From an optimization exercise on the open Yosys and OpenROAD flow, aimed at small area, a short achievable clock period and few clock cycles; shortcuts taken in it are not production practice.
RTL that was checked went through simulation tests only; none was proved equivalent to the original.
No activity file was given, so power comes from the tool's default toggle rates.

== alpha ==
// cpu
module cpu(clk, reset, s, load, in, out, N, V, Z, w);
    input clk, reset, s, load;
    input [15:0] in;
    output [15:0] out;
    output N, V, Z, w;
    reg w, rep;
    reg [15:0] ir;
    wire w_nx, rep_nx, start;
    FSM_controller ctl(.reset(reset), .s(s), .load(load), .rep(rep),
                       .w_nx(w_nx), .rep_nx(rep_nx), .start(start));
    always @(posedge clk) begin
        w <= w_nx;
        rep <= rep_nx;
        if (load) ir <= in;
    end
    wire [15:0] ins = rep ? ir : in;
    wire wr1, wc1, cmp1, and1, ci1, aen, movi, inv, ben;
    wire [2:0] rd1, rn, rm;
    wire [1:0] sh;
    instruction_decoder dec(.ins(ins), .start(start), .wr(wr1), .wc(wc1), .cmp(cmp1),
                            .andop(and1), .ci(ci1), .aen(aen), .movi(movi), .inv(inv), .ben(ben),
                            .rd(rd1), .rn(rn), .rm(rm), .sh(sh));
    reg [15:0] r0, r1, r2, r3, r4, r5, r6, r7;
    wire [15:0] n0, n1, n2, n3, n4, n5, n6, n7;
    reg wr2;
    reg [2:0] rd2;
    wire [15:0] res;
    regfile rf(.we(wr2), .wa(rd2), .wd(res),
               .r0(r0), .r1(r1), .r2(r2), .r3(r3), .r4(r4), .r5(r5), .r6(r6), .r7(r7),
               .n0(n0), .n1(n1), .n2(n2), .n3(n3), .n4(n4), .n5(n5), .n6(n6), .n7(n7));
    always @(posedge clk) begin
        r0 <= n0; r1 <= n1; r2 <= n2; r3 <= n3;
        r4 <= n4; r5 <= n5; r6 <= n6; r7 <= n7;
    end
    wire [15:0] a, braw, b;
    readport pa(.sel(rn), .d0(n0), .d1(n1), .d2(n2), .d3(n3), .d4(n4), .d5(n5), .d6(n6), .d7(n7), .q(a));
    readport pb(.sel(rm), .d0(n0), .d1(n1), .d2(n2), .d3(n3), .d4(n4), .d5(n5), .d6(n6), .d7(n7), .q(braw));
    shifter shf(.in(braw), .shift(sh), .sout(b));
    wire [15:0] a1, b1;
    datapath dp(.a(a), .b(b), .imm(ins[7:0]), .aen(aen), .movi(movi), .inv(inv), .ben(ben),
                .a1(a1), .b1(b1));
    reg [15:0] a2, b2, creg;
    reg ci2, wc2, cmp2, and2;
    reg [2:0] freg;
    wire [15:0] out_nx;
    wire [2:0] f_nx;
    always @(posedge clk) begin
        a2 <= a1;
        b2 <= b1;
        ci2 <= ci1;
        wr2 <= wr1;
        wc2 <= wc1;
        cmp2 <= cmp1;
        and2 <= and1;
        rd2 <= rd1;
        creg <= out_nx;
        freg <= f_nx;
    end
  ...
export LEC_CHECK = 0
export CAP_MARGIN = 20
export CORE_MARGIN = 2
export CORE_UTILIZATION = 40
export SETUP_SLACK_MARGIN = 1.5
export SLEW_MARGIN = 20
export SYNTH_HIERARCHICAL = 1
export SYNTH_MINIMUM_KEEP_SIZE = 0
create_clock -name core_clock -period 5.5 [get_ports {clk}]
standard.sh (not shown) runs the stock make flow with config.mk's settings and CLKGATE_MAP_FILE= SYNTH_SCRIPT=/design/flow/synth_recipe.tcl, a recipe that flattens the netlist after the stock synthesis.
==> flow/flow/run.sh <==
#!/bin/bash
# Standard synthesis, then the standard layout with port buffers of a
# stronger cell and sizing not held to each cell's footprint.
set -euo pipefail
bash standard.sh synth > synth.log 2>&1
bash standard.sh MATCH_CELL_FOOTPRINT=0 'BUFFER_PORTS_ARGS=-buffer_cell sky130_fd_sc_hd__buf_4' finish > layout.log 2>&1
alpha reached the end of the flow, and the finished layout is clean on the timing, DRC and antenna checks.
Relative to alpha, the following input files were edited for beta:
- changing SYNTH_HIERARCHICAL from 1 to 0
[summary]
- Between alpha and beta, the total power after layout is lower for alpha.
- Number of nets in the finished design, beta vs alpha: up by more than a quarter
- alpha → beta: final critical-path share of the clock period lost 0.88 points; gate count of the mapped netlist rose by 392; number of gates on the worst path with buffers counted fell by 2; detailed router's first-iteration violation count rose by 130%.
- First-pass GRT wire length: beta vs alpha up 49%
- Diff alpha..beta | number of sinks handled by clock tree synthesis | unchanged
No functional check of the RTL was part of any run of this note.

* * *

Setup of run A:
cpu, a different RTL version from the one above (not shown whole).
For scale: ~1000 cells after synthesis, about 200 flip-flops, ~11000 µm² of cells after synthesis.
Settings: LEC_CHECK=0, CAP_MARGIN=20, CORE_MARGIN=2, CORE_UTILIZATION=40, SETUP_SLACK_MARGIN=1.5, SLEW_MARGIN=20; clock period 5.5 ns.
Scripts as last shown in full above: flow/flow/run.sh
Run A completed; timing, DRC and antenna clean
Testbench counts of run A, summed over its fixed seeds: cycles 6,000.
--- input diff run A..run C ---
==> flow/run.sh (new file) <==
#!/bin/bash
# synth_recipe.tcl (not shown) runs the flow's synth.tcl, then flattens the netlist and writes it again
# the make line also repeats each setting of config.mk as NAME=value (left out here)
make -C /OpenROAD-flow-scripts/flow DESIGN_CONFIG=/design/flow/config.mk WORK_HOME=/design/flow/orfs CLKGATE_MAP_FILE= SYNTH_SCRIPT=/design/flow/synth_recipe.tcl finish
removed: flow/flow/run.sh
removed: flow/standard.sh
--- outcome ---
Compared with run A, run C shows a number of placed instances, taps included that is 12 higher. Diff run A..run C | horizontal die dimension | unchanged. Fmax | run C vs run A | run C slower. As far as fraction of final layout cells with drive strength greater than 1 is concerned, run C and run A perform about the same.

* * *

Another version of the RTL of cpu (not shown whole).
Size: roughly 2000 cells after synthesis, ~13000 µm² of cells after synthesis.
==> flow/design.v (excerpt) <==
module cpu(clk, reset, s, load, in, out, N, V, Z, w);
    input clk, reset, s, load;
    input [15:0] in;
    output [15:0] out;
    output N, V, Z, w;
    reg w, rep;
    reg [15:0] ir;
    wire w_nx, rep_nx, start;
    FSM_controller ctl(.reset(reset), .s(s), .load(load), .rep(rep),
                       .w_nx(w_nx), .rep_nx(rep_nx), .start(start));
    always @(posedge clk) begin
        w <= w_nx;
        rep <= rep_nx;
        if (load) ir <= in;
    end
    wire [15:0] ins;
    wire [2:0] rn, rm;
    wire [1:0] sh;
    insmux #(16) mi(.rep(rep), .in(in), .ir(ir), .q(ins));
    insmux #(3) mn(.rep(rep), .in(in[10:8]), .ir(ir[10:8]), .q(rn));
    insmux #(3) mm(.rep(rep), .in(in[2:0]), .ir(ir[2:0]), .q(rm));
    insmux #(2) ms(.rep(rep), .in(in[4:3]), .ir(ir[4:3]), .q(sh));
    wire wr1, wc1, cmp1, gsel1, ci1, aen, movi, inv;
    wire [2:0] rd1;
    instruction_decoder dec(.ins(ins), .start(start), .wr(wr1), .wc(wc1), .cmp(cmp1),
                            .gsel(gsel1), .ci(ci1), .aen(aen), .movi(movi), .inv(inv),
                            .rd(rd1));
    reg [15:0] r0, r1, r2, r3, r4, r5, r6, r7;
    wire [15:0] n0, n1, n2, n3, n4, n5, n6, n7;
    reg wr2;
    reg [2:0] rd2;
    wire [15:0] res;
    regfile rf(.we(wr2), .wa(rd2), .wd(res),
               .r0(r0), .r1(r1), .r2(r2), .r3(r3), .r4(r4), .r5(r5), .r6(r6), .r7(r7),
               .n0(n0), .n1(n1), .n2(n2), .n3(n3), .n4(n4), .n5(n5), .n6(n6), .n7(n7));
    always @(posedge clk) begin
        r0 <= n0; r1 <= n1; r2 <= n2; r3 <= n3;
        r4 <= n4; r5 <= n5; r6 <= n6; r7 <= n7;
    end
    wire [15:0] a, braw, b;
  ...
export LEC_CHECK = 0
export ABC_AREA = 1
export CAP_MARGIN = 20
export CORE_MARGIN = 2
export CORE_UTILIZATION = 40
export SETUP_SLACK_MARGIN = 2.0
export SLEW_MARGIN = 20
export SYNTH_HIERARCHICAL = 1
export SYNTH_MINIMUM_KEEP_SIZE = 0
create_clock -name core_clock -period 5.5 [get_ports {clk}]
==> flow/flow/run.sh <==
#!/bin/bash
# Standard synthesis, then the standard layout with port buffers of a
# stronger cell and sizing not held to each cell's footprint.
set -euo pipefail
bash standard.sh synth > synth.log 2>&1
bash standard.sh MATCH_CELL_FOOTPRINT=0 'BUFFER_PORTS_ARGS=-buffer_cell sky130_fd_sc_hd__buf_4' finish > layout.log 2>&1
Testbench counts at the start, summed over its fixed seeds: cycles 6,000.
Edit:
- ABC_AREA: 1 -> unset
The changed run went through all stages and came out clean.
Via count falls by 32%.
Wire length falls by 24%.
Sequential share of layout area rises by 2.6 points.
Setup slack gets worse by 74 ps.
Global-route usage falls by 4.4 points.
Critical path depth falls by 4.
Clock skew stays flat.
Clock power falls by about 2%.
Edit:
- CORE_UTILIZATION: 40 -> 75
- CTS_CLUSTER_SIZE: unset -> 30
Effect: Wire length fell by 1.4%; sequential share of layout area rose by 0.90 points; power fell by 2.3%; via count rose by 4.5%; final area fell by 2.8%; global-route usage rose by 16 points; synthesized cell count does not change; sequential power hardly moves.
Edit:
- CORE_UTILIZATION: 75 -> 40
- CTS_BUF_LIST: unset -> sky130_fd_sc_hd__clkbuf_8
- CTS_CLUSTER_DIAMETER: unset -> 50
- CTS_CLUSTER_SIZE: 30 -> 16
- SETUP_SLACK_MARGIN: 2.0 -> 2.2
Setup slack gets better by 130 ps.
Global-route usage decreases by 16 points.
Utilization decreases by 36 points.
Edit:
- CORE_UTILIZATION: 40 -> 60
- CTS_BUF_LIST: sky130_fd_sc_hd__clkbuf_8 -> unset
- CTS_CLUSTER_DIAMETER: 50 -> unset
- CTS_CLUSTER_SIZE: 16 -> unset
- SETUP_SLACK_MARGIN: 2.2 -> 2.0
The changed run went through all stages and came out clean.
Register-to-register slack got worse by 150 ps.
Routed wire length shrinks by a few percent.
Global-route usage grows by 9.2 points.
Hold slack got worse by 23 ps.
Synthesized area stays the same.
Sequential power is about the same.
Final cell count shrinks by roughly a tenth.
Via count shrinks by a few percent.
Clock power grows by a quarter to a third.
First-iteration DRC count shrinks by a little under a tenth.
Edit:
- CORE_UTILIZATION: 60 -> 40
- CTS_CLUSTER_DIAMETER: unset -> 60
- CTS_CLUSTER_SIZE: unset -> 24
Routed wire length climbs by about 3%. Worst setup slack is better by 7.5 ps. Maximum frequency stays flat. Register-to-register slack hardly moves. Sequential cell count stays the same. Count of clock-buffer cells in the layout decreases by 11. Total power barely changes. Critical path depth goes down by 1. Core utilization is lower by 21 points. Via count climbs by about 0.56%.

[re-timing with driven ports]
No port has a modelled driver above. Below, the same layouts with a new extraction and two added sets of constraints. Step 1 assumes that a clkbuf_16 drives the clock port and a buf_2 every other input. Step 2 moves the port delays by t, midway between the first and last clock arrival at a register: inputs arrive t later, outputs are due t later. That takes back most of the time a late clock gives input paths. a / b / c = ideal ports / drivers / drivers and shift; a / b = the first two.
run	t, ns	setup WS [ns]	cell pins on the clock port's net
alpha	0.565	1.413 / 1.362 / 1.503	1
beta	0.583	1.461 / 1.408 / 1.261	1
run A	0.562	1.552 / 1.502 / 1.088	1
run C	0.558	1.506 / 1.458 / 1.078	1
the first run of note 3	0.581	2.169 / 2.118 / 1.734	1
the second run of note 3	0.557	2.096 / 2.047 / 1.655	1
the third run of note 3	0.565	2.067 / 2.025 / 1.644	1
the fourth run of note 3	0.603	2.201 / 2.156 / 1.817	1
the fifth run of note 3	0.556	2.096 / 2.051 / 1.585	1
the sixth run of note 3	0.566	2.104 / 2.057 / 1.722	1
After both steps every run listed still meets setup and hold. For the fifth run of note 3, which loses most, drivers alone change the setup slack by -0.045 ns; drivers and shift together by -0.511 ns.
